Source: an optimization exercise on an open RTL-to-GDS flow (aim: small area). Production flows keep margins and buffers that such runs may drop. The RTL was checked by simulation tests, not by an equivalence proof against the original design.

==> flow/design.v (excerpt) <==
module cic_decimator #(
    parameter integer WIDTH = 16
) (
    input  wire logic [WIDTH-1:0] i_inph,
    input  wire logic [WIDTH-1:0] i_quad,
    input  wire logic             i_valid,
    output      logic             o_ready,
    output      logic [WIDTH-1:0] o_inph,
    output      logic [WIDTH-1:0] o_quad,
    output      logic             o_valid,
    output      logic             o_inph_pos_oflow,
    output      logic             o_inph_neg_oflow,
    output      logic             o_quad_pos_oflow,
    output      logic             o_quad_neg_oflow,
    output      logic             o_cic_inph_pos_oflow,
    output      logic             o_cic_inph_neg_oflow,
    output      logic             o_cic_quad_pos_oflow,
    output      logic             o_cic_quad_neg_oflow,
    input  wire logic             i_clock,
    input  wire logic             i_reset
);
assign o_ready = 1'b1;
logic [WIDTH-1:0] comp_saturated_inph;
logic [WIDTH-1:0] comp_saturated_quad;
logic             comp_saturated_valid;
logic             comp_new;
logic             ring_clear;
cic_decim_stages #(
    .FACTOR(313))
cic_decim_stages_inst (
    .i_inph          (i_inph              ),
    .i_quad          (i_quad              ),
    .i_valid         (i_valid             ),
    .o_inph          (comp_saturated_inph ),
    .o_quad          (comp_saturated_quad ),
    .o_inph_pos_oflow(o_cic_inph_pos_oflow),
    .o_inph_neg_oflow(o_cic_inph_neg_oflow),
    .o_quad_pos_oflow(o_cic_quad_pos_oflow),
    .o_quad_neg_oflow(o_cic_quad_neg_oflow),
    .o_valid         (comp_saturated_valid),
    .o_new           (comp_new            ),
    .o_clear         (ring_clear          ),
    .i_clock         (i_clock             ),
    .i_reset         (i_reset             ));
cic_decim_compfir #(
    .WIDTH(WIDTH))
cic_decim_compfir_inst (
    .i_inph          (comp_saturated_inph ),
    .i_quad          (comp_saturated_quad ),
    .i_valid         (comp_saturated_valid),
    .i_new           (comp_new            ),
    .i_clear         (ring_clear          ),
  ...
Size: ~3200 flip-flops, roughly 99000 µm² of cells after synthesis.
==> flow/config.mk <==
export PLATFORM = sky130hd
export DESIGN_NAME = cic_decimator
export DESIGN_NICKNAME = cic_decimator
export VERILOG_FILES = /design/flow/design.v
export SDC_FILE = /design/flow/constraint.sdc
export NUM_CORES = 8
export LEC_CHECK = 0
export CAP_MARGIN = 20
export CORE_MARGIN = 2
export CORE_UTILIZATION = 65
export CTS_BUF_LIST = sky130_fd_sc_hd__clkbuf_8
export CTS_CLUSTER_DIAMETER = 50
export CTS_CLUSTER_SIZE = 20
export SLEW_MARGIN = 20
==> flow/constraint.sdc <==
create_clock -name core_clock -period 7.5 [get_ports {i_clock}]
set_input_delay 1.5000 -clock core_clock [delete_from_list [all_inputs] [get_ports {i_clock}]]
set_output_delay 1.5000 -clock core_clock [all_outputs]
set_load 0.01 [all_outputs]
run.sh (not shown) runs the stock make flow with config.mk's settings and CLKGATE_MAP_FILE= SYNTH_SCRIPT=/design/flow/synth_recipe.tcl, a recipe that flattens the netlist after the stock synthesis.
The starting point completed without violations.
Edit:
==> flow/flow/run.sh (new file) <==
#!/bin/bash
# The standard layout (standard.sh: ORFS synthesis to final layout, the
# standard synthesis unchanged) with two differences:
#  - the port buffers are the smallest buffer cell (buf_1) instead of the
#    clkdlybuf4s50_1 that buffer_ports picks by default;
#  - clock tree synthesis inserts no dummy loads.
# The clock tree settings are otherwise those of config.mk.
set -euo pipefail
export BUFFER_PORTS_ARGS="-buffer_cell sky130_fd_sc_hd__buf_1"
export CTS_ARGS="-sink_clustering_enable -repair_clock_nets -sink_clustering_size 20 -sink_clustering_max_diameter 50 -buf_list sky130_fd_sc_hd__clkbuf_8 -dont_use_dummy_load"
bash standard.sh > standard.log 2>&1
==> flow/standard.sh (new file) <==
#!/bin/bash
# synth_recipe.tcl (not shown) runs the flow's synth.tcl, then flattens the netlist and writes it again
# the make line also repeats each setting of config.mk as NAME=value (left out here)
make -C /OpenROAD-flow-scripts/flow DESIGN_CONFIG=/design/flow/config.mk WORK_HOME=/design/flow/orfs CLKGATE_MAP_FILE= SYNTH_SCRIPT=/design/flow/synth_recipe.tcl "${@:-finish}"
removed: flow/run.sh
What happened: Hold slack got worse by 0.048 ns. Synthesized cell count does not change. Via count falls by about 0.6%. Non-clock buffer count falls by 7. Core utilization falls by 1.3 points.

separate check: timing with driven ports:
Ports are ideal in the flow. The routed layouts listed here were re-timed in OpenROAD.
Step 1 assumes that a clkbuf_16 drives the clock port and a buf_2 every other input.
Step 2 times the ports against the registers' clock, not the clock port: input delays grow and output delays shrink by t, the midpoint of the rising clock arrivals with the driver on.
Three values: no drivers, after step 1, after step 2; two values: the first two.
run	t (ns)	setup slack, ns	worst setup path at the end	slew at the worst register clock pin (ns)	pins driven straight from the clock port
the first run	0.991	0.216 / 0.216 / -0.626	input to register	0.12 / 0.12	1
the second run	0.947	0.220 / 0.220 / -0.278	input to register	0.12 / 0.12	1
With both steps, setup timing fails in the first run and the second run, where it was met with ideal ports. The setup slack of the first run, which loses most, moves by 0.000 ns with the drivers and by -0.842 ns with both steps.
